Context: an optimization exercise on an open-source flow, tuned for small area, a short achievable clock period and few clock cycles. The choices shown serve that exercise and are no tape-out recipe. Function was checked by simulation only, so behaviour that the tests miss may differ from the original. No activity file was given, so power comes from the tool's default toggle rates.

[design/flow/config.mk]
export PLATFORM = sky130hd
export DESIGN_NAME = sc_core
export DESIGN_NICKNAME = sc_core
export VERILOG_FILES = /design/flow/design.v
export SDC_FILE = /design/flow/constraint.sdc
export NUM_CORES = 4
export LEC_CHECK = 0
export CAP_MARGIN = 20
export CORE_MARGIN = 2
export CORE_UTILIZATION = 55
export CTS_CLUSTER_DIAMETER = 80
export CTS_CLUSTER_SIZE = 24
export PLACE_DENSITY = 0.68
export SLEW_MARGIN = 20
[design/flow/standard.sh]
#!/bin/bash
# synth_recipe.tcl (not shown) runs the flow's synth.tcl, then flattens the netlist and writes it again
# the make line also repeats each setting of config.mk as NAME=value (left out here)
make -C /OpenROAD-flow-scripts/flow DESIGN_CONFIG=/design/flow/config.mk WORK_HOME=/design/flow/orfs CLKGATE_MAP_FILE= SYNTH_SCRIPT=/design/flow/synth_recipe.tcl "${@:-finish}"
[design/flow/flow/run.sh]
#!/bin/bash
set -euo pipefail
bash standard.sh SETUP_SLACK_MARGIN=11.6 finish > standard_flow.log 2>&1
[design/flow/design.v]
`timescale 1ns / 1ps
`default_nettype none
module register_file
  (
    input wire clk_in,
    input wire rst_in,
    input wire [4:0] rs1_in,
    input wire [4:0] rs2_in,
    input wire [4:0] wa_in,
    input wire we_in,
    input wire [31:0] wd_in,
    output logic [31:0] rd1_out,
    output logic [31:0] rd2_out
  );
  logic [31:0] registers [31:1];
  logic [31:1] valid;
  always_ff @(posedge clk_in) begin
    if (we_in && wa_in != 0) begin
      registers[wa_in] <= wd_in;
    end
  end
  always_ff @(posedge clk_in) begin
    if (rst_in) begin
      valid <= '0;
    end else if (we_in && wa_in != 0) begin
      valid[wa_in] <= 1'b1;
    end
  end
  always_comb begin
    rd1_out = 32'b0;
    rd2_out = 32'b0;
    for (integer i = 1; i < 32; i = i + 1) begin
      rd1_out = rd1_out | ({32{rs1_in == i && valid[i]}} & registers[i]);
      rd2_out = rd2_out | ({32{rs2_in == i && valid[i]}} & registers[i]);
    end
  end
endmodule
`default_nettype wire
`timescale 1ns / 1ps
`default_nettype none
module sc_core(
  input wire clk,
  input wire rst,
  output logic [15:0] imem_addr,
  input wire [31:0] imem_rdata,
  output logic [6:0] dmem_addr,
  output logic dmem_we,
  output logic [31:0] dmem_wdata,
  input wire [31:0] dmem_rdata,
  output logic halted
);
  localparam int NB = 4;    
  localparam int TW = 8;    
  logic [15:0] fa;                        
  logic        s1_v, s2_v;                
  logic [15:0] s1_np, s2_np;              
  logic        s1_bt, s2_bt;              
  logic [1:0]  s1_bi, s2_bi;              
  logic        q0_v, q1_v;
  logic [31:0] q0_w, q1_w;
  logic [15:0] q0_np, q1_np;
  logic        q0_bt, q1_bt;
  logic [1:0]  q0_bi, q1_bi;
  logic [31:0] pc_d;                      
  logic [9:0] q0_c;
  function automatic logic [9:0] classify(input logic [31:0] w);
    classify = {w == 32'b0,
                w[6:0] == 7'b0010111,
                w[6:0] == 7'b0110111,
                w[6:0] == 7'b1100111,
                w[6:0] == 7'b1101111,
                w[6:0] == 7'b1100011,
                w[6:0] == 7'b0100011,
                w[6:0] == 7'b0000011,
                w[6:0] == 7'b0010011 || w[6:0] == 7'b1110011,
                w[6:0] == 7'b0110011};
  endfunction
  logic [NB-1:0] btb_v;
  logic [TW-1:0] btb_tag [NB];
  logic [TW-1:0] btb_tgt [NB];
  logic [1:0]    btb_rr;
  logic        x_v;
  logic [31:0] x_a, x_b, x_alt;
  logic        x_fa, x_fb;                
  logic        x_add, x_sub, x_and, x_or, x_xor, x_slt, x_sltu;
  logic        x_sll, x_sra, x_sh, x_selalt;
  logic        x_br, x_jalrg, x_pred;
  logic [2:0]  x_f3;
  logic        x_wr;                      
  logic [4:0]  x_rd;
  logic [TW-1:0] x_tag;
  logic [1:0]  x_bi;
  logic        l0_v, l1_v, l2_v;
  logic [4:0]  l0_rd, l1_rd, l2_rd;
  logic        wb_v;
  logic [4:0]  wb_rd;
  logic [31:0] wb_val;
  logic          f_hit;
  logic [1:0]    f_bi;
  logic [TW-1:0] f_tgt;
  logic [15:0]   f_pred;
  always_comb begin
    f_hit = 1'b0;
    f_bi = 2'd0;
    f_tgt = '0;
    for (int i = 0; i < NB; i++) begin
      if (btb_v[i] && btb_tag[i] == fa[TW-1:0]) begin
        f_hit = 1'b1;
        f_bi = f_bi | 2'(i);
        f_tgt = f_tgt | btb_tgt[i];
      end
    end
    f_pred = f_hit ? {fa[15:TW], f_tgt} : fa + 16'd1;
  end
  assign imem_addr = fa;
  assign dmem_wdata = x_b;                
  logic [31:0] ir;
  assign ir = q0_w;
  logic [6:0] opc;
  logic [2:0] f3;
  logic [6:0] f7;
  logic [4:0] rs1, rs2, rdf;
  assign opc = ir[6:0];
  assign f3  = ir[14:12];
  assign f7  = ir[31:25];
  assign rs1 = ir[19:15];
  assign rs2 = ir[24:20];
  assign rdf = ir[11:7];
  logic is_op, is_opi, is_ld, is_st, is_br, is_jal, is_jalr, is_lui, is_auipc;
  assign is_op    = q0_c[0];
  assign is_opi   = q0_c[1];
  assign is_ld    = q0_c[2];
  assign is_st    = q0_c[3];
  assign is_br    = q0_c[4];
  assign is_jal   = q0_c[5];
  assign is_jalr  = q0_c[6];
  assign is_lui   = q0_c[7];
  assign is_auipc = q0_c[8];
  logic is_zero;
  assign is_zero = q0_c[9];
  logic jalr0, jalrg;                     
  assign jalr0 = is_jalr && rs1 == 5'd0;
  assign jalrg = is_jalr && rs1 != 5'd0;
  logic [31:0] imm_i, imm_s, imm_b, imm_u, imm_j;
  assign imm_i = {20'b0, ir[31:20]};
  assign imm_s = {20'b0, ir[31:25], ir[11:7]};
  assign imm_b = {19'b0, ir[31], ir[30:25], ir[7], ir[11:8], 1'b0};
  assign imm_u = {ir[31:12], 12'b0};
  assign imm_j = {{11{ir[31]}}, ir[31], ir[19:12], ir[20], ir[30:21], 1'b0};
  logic d_wr, d_alu_wr;                   
  assign d_wr = (is_op || is_opi || is_ld || is_jal || is_jalr || is_lui || is_auipc) && rdf != 5'd0;
  assign d_alu_wr = d_wr && !is_ld;
  logic a_add, a_sub, a_and, a_or, a_xor, a_slt, a_sltu, a_sll, a_sra, a_srl;
  always_comb begin
    a_add = 0; a_sub = 0; a_and = 0; a_or = 0; a_xor = 0;
    a_slt = 0; a_sltu = 0; a_sll = 0; a_sra = 0; a_srl = 0;
    if (is_op) begin
      if (f7 == 7'h00) begin
        case (f3)
          3'd0: a_add = 1;
          3'd1: a_sll = 1;
          3'd2: a_slt = 1;
          3'd3: a_sltu = 1;
          3'd4: a_xor = 1;
          3'd5: a_sra = 1;                
          3'd6: a_or = 1;
          3'd7: a_and = 1;
        endcase
      end else if (f7 == 7'h20) begin
        if (f3 == 3'd0) a_sub = 1;
        if (f3 == 3'd5) a_srl = 1;        
      end
    end else if (is_opi) begin
      case (f3)
        3'd0: a_add = 1;
        3'd1: a_sll = ir[31:25] == 7'h00;
        3'd2: a_slt = 1;
        3'd3: a_sltu = 1;
        3'd4: a_xor = 1;
        3'd5: begin
          a_sra = ir[31:25] == 7'h00;
          a_srl = ir[31:25] == 7'h04;
        end
        3'd6: a_or = 1;
        3'd7: a_and = 1;
      endcase
    end else if (is_lui || is_auipc || jalrg) begin
      a_add = 1;
    end
  end
  logic [31:0] rf1, rf2, v1, v2;
  register_file registers(
    .clk_in(clk),
    .rst_in(rst),
    .rs1_in(rs1),
    .rs2_in(rs2),
    .wa_in(wb_rd),
    .we_in(wb_v),
    .wd_in(wb_val),
    .rd1_out(rf1),
    .rd2_out(rf2)
  );
  assign v1 = (wb_v && wb_rd == rs1) ? wb_val : rf1;
  assign v2 = (wb_v && wb_rd == rs2) ? wb_val : rf2;
  logic need_x1, need_x2, need_d1, need_d2;
  assign need_x1 = rs1 != 5'd0 && (is_op || is_opi || is_br || jalrg);
  assign need_x2 = rs2 != 5'd0 && (is_op || is_br);
  assign need_d1 = rs1 != 5'd0 && (is_ld || is_st);
  assign need_d2 = rs2 != 5'd0 && is_st;
  logic xw1, xw2, l01, l02, l11, l12, l21, l22;
  assign xw1 = x_v && x_wr && x_rd == rs1;
  assign xw2 = x_v && x_wr && x_rd == rs2;
  assign l01 = l0_v && l0_rd == rs1;
  assign l02 = l0_v && l0_rd == rs2;
  assign l11 = l1_v && l1_rd == rs1;
  assign l12 = l1_v && l1_rd == rs2;
  assign l21 = l2_v && l2_rd == rs1;
  assign l22 = l2_v && l2_rd == rs2;
  logic stall;
  assign stall = is_zero
              || (need_x1 && (l01 || l11))
              || (need_x2 && (l02 || l12))
              || (need_d1 && (xw1 || l01 || l11 || l21))
              || (need_d2 && (xw2 || l02 || l12 || l22))
              || (d_alu_wr && l1_v);
  logic [31:0] pc4, tgt, npc;
  logic [31:0] imm_pc;
  assign imm_pc = is_jal ? imm_j : is_br ? imm_b : imm_u;
  assign pc4 = pc_d + 32'd4;
  assign tgt = pc_d + imm_pc;
  always_comb begin
    if (is_jal) npc = tgt;
    else if (jalr0) npc = {imm_i[31:1], 1'b0};
    else if (is_br && q0_bt) npc = tgt;
    else npc = pc4;
  end
  logic [17:0] ck_b;
  logic [15:0] ck_a, ck_bb, ck_c, ck_k;
  always_comb begin
    if (is_jal) ck_b = imm_j[17:0];
    else if (is_br && q0_bt) ck_b = imm_b[17:0];
    else ck_b = 18'd4;
  end
  assign ck_a = pc_d[17:2];
  assign ck_bb = ck_b[17:2];
  assign ck_c = q0_np;
  assign ck_k = {(ck_a[14:0] & ck_bb[14:0]) | ((ck_a[14:0] | ck_bb[14:0]) & ~ck_c[14:0]),
                 pc_d[1] & ck_b[1]};
  logic np_ok;
  assign np_ok = jalr0 ? (q0_np == imm_i[17:2]) : ((ck_a ^ ck_bb ^ ck_c) == ck_k);
  logic [31:0] xa, xb;
  assign xa = x_fa ? wb_val : x_a;
  assign xb = x_fb ? wb_val : x_b;
  logic [32:0] sum33;
  logic [31:0] sum;
  assign sum33 = {1'b0, xa} + {1'b0, x_sub ? ~xb : xb} + {32'b0, x_sub};
  assign sum = sum33[31:0];
  logic eq, lts, ltu;
  assign eq  = xa == xb;
  assign ltu = !sum33[32];
  assign lts = (xa[31] != xb[31]) ? xa[31] : ltu;
  logic big;
  assign big = |xb[31:5];
  logic [31:0] sh_in, sh_r, sh_out, shl;
  logic fill;
  always_comb begin
    for (int i = 0; i < 32; i++) sh_in[i] = x_sll ? xa[31 - i] : xa[i];
  end
  assign fill = x_sra && xa[31];
  always_comb begin
    sh_r = sh_in;
    for (int k = 0; k < 5; k++) begin
      if (xb[k]) sh_r = (sh_r >> (1 << k)) | ({32{fill}} << (32 - (1 << k)));
    end
    if (big) sh_r = {32{fill}};
  end
  always_comb begin
    for (int i = 0; i < 32; i++) shl[i] = sh_r[31 - i];
  end
  assign sh_out = x_sll ? shl : sh_r;
  logic [31:0] alu;
  always_comb begin
    alu = ({32{x_add}} & sum)
        | ({32{x_and}} & (xa & xb))
        | ({32{x_or}}  & (xa | xb))
        | ({32{x_xor}} & (xa ^ xb))
        | ({32{x_sh}}  & sh_out)
        | {31'b0, (x_slt & lts) | (x_sltu & ltu)};
  end
  logic [31:0] x_res;
  assign x_res = x_selalt ? x_alt : alu;
  logic taken;
  always_comb begin
    case (x_f3)
      3'd0: taken = eq;
      3'd1: taken = !eq;
      3'd4: taken = lts;
      3'd5: taken = !lts;
      3'd6: taken = ltu;
      3'd7: taken = !ltu;
      default: taken = 1'b0;
    endcase
  end
  logic xr;                               
  logic [31:0] xr_pc;
  assign xr = x_v && ((x_br && taken != x_pred) || x_jalrg);
  assign xr_pc = x_jalrg ? {sum[31:1], 1'b0} : x_alt;
  logic issue, dr, drop;
  assign issue = q0_v && !stall && !xr;
  assign dr = q0_v && !xr && !is_zero && !jalrg && !np_ok;
  assign drop = s2_v && q0_v && !issue && q1_v && !xr && !dr;
  logic [15:0] fa_n;
  always_comb begin
    if (xr) fa_n = xr_pc[17:2];
    else if (dr) fa_n = npc[17:2];
    else if (drop) fa_n = q1_np;
    else fa_n = f_pred;
  end
  logic fl;                               
  assign fl = xr || dr || drop;
  always_ff @(posedge clk) begin
    if (rst) begin
      fa <= 16'd0;
      s1_v <= 1'b0;
      s2_v <= 1'b0;
    end else begin
      fa <= fa_n;
      s1_v <= !fl;
      s2_v <= s1_v && !fl;
    end
    s1_np <= f_pred;
    s1_bt <= f_hit;
    s1_bi <= f_bi;
    s2_np <= s1_np;
    s2_bt <= s1_bt;
    s2_bi <= s1_bi;
  end
  logic q0_take;                          
  assign q0_take = !q0_v || !stall;
  always_ff @(posedge clk) begin
    if (q0_take) begin
      if (q1_v) {q0_w, q0_c, q0_np, q0_bt, q0_bi} <= {q1_w, classify(q1_w), q1_np, q1_bt, q1_bi};
      else {q0_w, q0_c, q0_np, q0_bt, q0_bi} <= {imem_rdata, classify(imem_rdata), s2_np, s2_bt, s2_bi};
    end else if (dr) begin
      q0_np <= npc[17:2];
    end
    if (!q1_v || q0_take) {q1_w, q1_np, q1_bt, q1_bi} <= {imem_rdata, s2_np, s2_bt, s2_bi};
  end
  always_ff @(posedge clk) begin
    if (rst || xr) begin
      q0_v <= 1'b0;
      q1_v <= 1'b0;
    end else if (dr) begin
      q1_v <= 1'b0;
      if (issue) q0_v <= 1'b0;
    end else if (!q0_take) begin
      if (!q1_v) q1_v <= s2_v;
    end else if (q1_v) begin
      q0_v <= 1'b1;
      q1_v <= s2_v;
    end else begin
      q0_v <= s2_v;
    end
  end
  always_ff @(posedge clk) begin
    if (rst) pc_d <= 32'd0;
    else if (xr) pc_d <= xr_pc;
    else if (issue) pc_d <= npc;
  end
  logic [8:0] mimm, maddr_rf, maddr_wb, maddr;
  assign mimm = is_st ? imm_s[8:0] : imm_i[8:0];
  assign maddr_rf = rf1[8:0] + mimm;
  assign maddr_wb = wb_val[8:0] + mimm;
  assign maddr = (wb_v && wb_rd == rs1) ? maddr_wb : maddr_rf;
  always_ff @(posedge clk) begin
    if (rst) begin
      x_v <= 1'b0;
      l0_v <= 1'b0;
      l1_v <= 1'b0;
      l2_v <= 1'b0;
      wb_v <= 1'b0;
      dmem_we <= 1'b0;
      halted <= 1'b0;
    end else begin
      x_v <= issue;
      l0_v <= issue && is_ld && rdf != 5'd0;
      l1_v <= l0_v && !(issue && d_alu_wr && rdf == l0_rd);
      l2_v <= l1_v;
      wb_v <= (x_v && x_wr) || l2_v;
      dmem_we <= issue && is_st;
      if (q0_v && is_zero && !xr && !pc_d[31] && pc_d != 32'd0) halted <= 1'b1;
    end
    l0_rd <= rdf;
    l1_rd <= l0_rd;
    l2_rd <= l1_rd;
    wb_rd <= l2_v ? l2_rd : x_rd;
    wb_val <= l2_v ? dmem_rdata : x_res;
    dmem_addr <= maddr[8:2];
    x_a <= is_lui ? imm_u : is_auipc ? tgt : v1;
    x_b <= (is_opi || is_jalr) ? imm_i : (is_op || is_br || is_st) ? v2 : 32'b0;
    x_fa <= need_x1 && (xw1 || l21);
    x_fb <= need_x2 && (xw2 || l22);
    x_add <= a_add || a_sub;
    x_sub <= a_sub || a_slt || a_sltu || is_br;
    x_and <= a_and;
    x_or <= a_or;
    x_xor <= a_xor;
    x_slt <= a_slt;
    x_sltu <= a_sltu;
    x_sll <= a_sll;
    x_sra <= a_sra;
    x_sh <= a_sll || a_sra || a_srl;
    x_selalt <= is_jal || is_jalr;
    x_br <= is_br;
    x_jalrg <= jalrg;
    x_pred <= q0_bt;
    x_f3 <= f3;
    x_wr <= d_alu_wr;
    x_rd <= rdf;
    x_alt <= (is_br && !q0_bt) ? tgt : pc4;
    x_tag <= pc_d[TW+1:2];
    x_bi <= q0_bi;
  end
  logic          bw_en, bw_v, bw_alloc;
  logic [1:0]    bw_i;
  logic [TW-1:0] bw_tag, bw_tgt;
  always_comb begin
    bw_en = 1'b0; bw_v = 1'b0; bw_alloc = 1'b0;
    bw_i = btb_rr; bw_tag = x_tag; bw_tgt = x_alt[TW+1:2];
    if (x_v && x_br && taken != x_pred) begin
      bw_en = 1'b1;
      if (taken) begin
        bw_v = 1'b1; bw_alloc = 1'b1; bw_i = btb_rr;
      end else begin
        bw_v = 1'b0; bw_i = x_bi;
      end
    end else if (dr) begin
      bw_en = 1'b1;
      bw_tag = pc_d[TW+1:2];
      bw_tgt = npc[TW+1:2];
      if (is_jal || jalr0 || is_br) begin
        bw_v = 1'b1;
        bw_alloc = !q0_bt;
        bw_i = q0_bt ? q0_bi : btb_rr;
      end else begin
        bw_v = 1'b0;
        bw_i = q0_bi;
      end
    end
  end
  logic          bq_en, bq_v, bq_alloc;
  logic [1:0]    bq_i, bq_w;
  logic [TW-1:0] bq_tag, bq_tgt;
  always_ff @(posedge clk) begin
    if (rst) bq_en <= 1'b0;
    else bq_en <= bw_en;
    bq_v <= bw_v;
    bq_alloc <= bw_alloc;
    bq_i <= bw_i;
    bq_tag <= bw_tag;
    bq_tgt <= bw_tgt;
  end
  assign bq_w = bq_alloc ? btb_rr : bq_i;
  always_ff @(posedge clk) begin
    if (rst) begin
      btb_rr <= 2'd0;
      btb_v <= '0;
    end else if (bq_en) begin
      if (bq_alloc) btb_rr <= btb_rr + 2'd1;
      btb_v[bq_w] <= bq_v;
    end
    if (bq_en) begin
      btb_tag[bq_w] <= bq_tag;
      btb_tgt[bq_w] <= bq_tgt;
    end
  end
endmodule
`default_nettype wire
[design/flow/constraint.sdc]
create_clock -name core_clock -period 16.0 [get_ports {clk}]
set_input_delay 3.2000 -clock core_clock [delete_from_list [all_inputs] [get_ports {clk}]]
set_output_delay 3.2000 -clock core_clock [all_outputs]
set_load 0.01 [all_outputs]
==> impl_metrics.env <==
export IMPL_outcome="complete, no violations"
export IMPL_drcViolationCount=0
export IMPL_yosys_warnings=2
export IMPL_fillCellCount=10300
export IMPL_met1_length_mm=110
export IMPL_total_leakage_power_nw=28.6
export IMPL_fmax_ghz=0.219
export IMPL_dpl_hpwl_mm=200
export IMPL_slowest_delay_ns=0.46
export IMPL_dr_first_iter_drc_count=15400
export IMPL_yosysTopAreaCell="edfxtp_1"
export IMPL_cp_required_ns=12.80
export IMPL_relSlewSlack_pct=10.0
export IMPL_wl_met2_mm=138
export IMPL_dieArea_um2=136000
export IMPL_peakVddDrop_mv=0.114
export IMPL_clock_sinks=1509
export IMPL_design_area_um2=81800
export IMPL_dpl_cell_area_um2=76400
export IMPL_portBuffers=122
export IMPL_rows=133
export IMPL_synth_most_common_cell="edfxtp_1"
export IMPL_synthTopCellsByArea="edfxtp_1, dfxtp_1, a22oi_1"
export IMPL_hold_slack_ns=0.329
export IMPL_pre_cts_ws_ns=9.78
export IMPL_grt_antenna_before_repair=19
export IMPL_async_reset_ff_share_pct=0
export IMPL_power_density_nw_per_um2=85.7
export IMPL_final_cells=8031
export IMPL_cts_tree="built"
export IMPL_setup_viol=0
export IMPL_clkLatencyLatePin_ns=0.79
export IMPL_critPathSlowestCell="dfxtp_4"
export IMPL_grt_pass1_wl_mm=456
export IMPL_fin_tns_setup_ns=0
export IMPL_critPathMaxFanout=2
export IMPL_dp_cells=7733
export IMPL_grt_use_total_pct=48.1
export IMPL_timing_hold_violations_final=0
export IMPL_rsz0062_at_grt="yes"
export IMPL_ys_seq_elements=1509
export IMPL_die_h_um=369
export IMPL_via_per_inst=7.97
export IMPL_avgRoutedWirePerCell_um=42.4
export IMPL_gp_congestion=1.01
export IMPL_grt_max_degree=70
export IMPL_arrival_ns=1.37
export IMPL_layout_min_cycle_time_ns=4.57
export IMPL_finClkSkew_ns=0.0763
export IMPL_areaGrowthSynthToFinish_pct=11.8
export IMPL_final_nets=6439
export IMPL_cp_top_family="flip-flops"
export IMPL_route_vias_total=64000
export IMPL_ys_seq_area_share_pct=57.2
export IMPL_initial_core_util_pct=55.5
export IMPL_ios=123
export IMPL_ctsRootBufferMaster="clkbuf_16"
export IMPL_routed_wl_met3_mm=56.4
export IMPL_totalPowerFinal_mw=7.01
export IMPL_syn_inst=6150
export IMPL_fin_ws_ns=11.43
export IMPL_cts_buffers=83
export IMPL_wl_mm=341
export IMPL_coreArea_um2=132000
export IMPL_worstMarginPinSlew_ns=1.34
export IMPL_drv_slew=0
export IMPL_period_share_pct=28.6
export IMPL_syn_nets=6387
export IMPL_clk_pin_slew_ns=0.10
export IMPL_synth_edf_count=1161
export IMPL_overflow=0
export IMPL_timing_critical_path_buf_inv=1
export IMPL_cp_end_kind="output pin"
export IMPL_hold_path_class="reg2reg"
export IMPL_first_global_vias=58400
export IMPL_htreeDepth=3
export IMPL_finish_utilization_pct=62.0
export IMPL_antenna_left=0
export IMPL_synthFlopType="edfxtp_1"
export IMPL_maxUsedRoutingLayer="met5"
export IMPL_cp_start_kind="register"
export IMPL_drt_pass1_iterations=14
export IMPL_syn_cell_area_um2=73100
export IMPL_ys_types=104
export IMPL_synth_top_cell_area_share_pct=47.7
export IMPL_syn_avg_cell_area_um2=11.9
export IMPL_drive_gt1_share_pct=14.6
export IMPL_drv_cap=0
export IMPL_path_class="reg2out"
export IMPL_path_cells="buf_6"
export IMPL_dieWidth_um=369
export IMPL_synth_common_cells="edfxtp_1, a22oi_1, clkbuf_1, nor2_1, dfxtp_1"
export IMPL_cts_max_path_buffers=3
cell families (layout without fill, tap and decap cells):
family | Yosys count | count (layout) | share of synthesized area [%]
muxes | 272 | 273 | 4.36
other | 0 | 12 | 0
and+or+nand+nor | 1469 | 1473 | 10.1
AOI/OAI and AO/OA | 1852 | 1852 | 18.9
DFF | 1509 | 1509 | 57.2
xor gates and xnor gates | 257 | 257 | 3.08
buffers and inverters | 620 | 729 | 3.30
adders and majority gates | 171 | 171 | 3.10
area by class of cell:
type	count	area, um2	area share, %
sequential	1509	42000	51.4
multi-input combinational	4026	30200	37.0
timing repair buffer	424	4050	4.95
clock buffer	120	2240	2.74
tap	1755	2200	2.69
inverter	158	606	0.741
clock inverter	27	399	0.488
antenna	12	30.0	0.0367
power breakdown:
group | internal (mW) | total [mW] | switching [mW]
clock | 1.03 | 2.44 | 1.41
combinational | 0.121 | 0.317 | 0.197
sequential | 4.20 | 4.25 | 0.0441
total | 5.36 | 7.01 | 1.65
worst paths after layout:
check	start	to	slack, ns	cells after the start
max reg2reg	q0_w[18]$_DFFE_PN_	x_a[15]$_DFF_P_	11.45	11
min reg2reg	s1_np[11]$_DFF_P_	s2_np[11]$_DFF_P_	0.33	0
min	s1_np[11]$_DFF_P_	s2_np[11]$_DFF_P_	0.33	0
max	x_b[19]$_SDFF_PP0_	dmem_wdata[19]	11.43	1
routing by layer:
metal / global-route usage, % / up-vias
met3: 20.8 / 2324
met2: 68.4 / 6933
met4: 36.5 / 24
li1: - / 24400
met5: 1.07 / -
met1: 57.4 / 30300
flip-flops by register name, indices dropped and copies added, names as in the netlist, 25 cells and up, named ones only:
signal / count
registers.registers: 992
btb_tag: 32
btb_tgt: 32
pc_d: 32
q1_w: 32
wb_val: 32
x_a: 32
x_alt: 32
x_b: 32
registers.valid: 31
q0_w: 25
cell usage in the layout (no fill, tap or decap), drive strengths merged, types with 36 or more instances in the layout:
| master | n |
|---|---|
| a21o | 39 |
| a21oi | 254 |
| xnor2 | 165 |
| mux2 | 82 |
| nor4 | 62 |
| edfxtp | 1161 |
| clkbuf | 127 |
| nand2 | 334 |
| a22o | 272 |
| o211ai | 38 |
| clkdlybuf4s50 | 64 |
| mux2i | 163 |
| o21ai | 226 |
| a211oi | 75 |
| nor2b | 36 |
| xor2 | 92 |
| a221oi | 314 |
| inv | 174 |
| a222oi | 61 |
| nand4 | 129 |
| a22oi | 396 |
| and3 | 97 |
| nor3 | 110 |
| nand3 | 169 |
| ha | 154 |
| dfxtp | 348 |
| nor2 | 364 |
| buf | 351 |
| and2 | 43 |
timing repair:
| action | CTS | global route |
|---|---|---|
| buffers inserted | 82 | 42 |
| gates cloned | 7 | 7 |
| pin swaps | 13 | 32 |
| hold buffers | 0 | 0 |
| gates resized for setup | 492 | 147 |
| endpoints found under the setup margin | 282 | 254 |
Testbench counts, summed over its fixed seeds: cycles 157,190.

## static timing again, ports no longer ideal
How much do the figures lean on ideal ports? The routed layout below was timed once more, with nothing changed but the port constraints. Step 1 assumes that a clkbuf_16 drives the clock port and a buf_2 every other input. Step 2 adds t to the input delays and takes it off the output delays; t is the mean of the earliest and latest rising clock arrival at the registers after step 1. Input paths then give back, and output paths get back, about the clock's delay inside the block. a / b / c = ideal ports / drivers / drivers and shift; a / b = the first two.
t (ns): 0.833
slack for setup (ns): 11.427 / 11.347 / 10.907
hold slack, ns: 0.329 / 0.329 / 0.329
worst setup path after step 2: input to register
cell pins on the clock port's net: 1
After both steps this run still meets setup and hold. For this run, drivers alone change the setup slack by -0.080 ns; drivers and shift together by -0.520 ns.
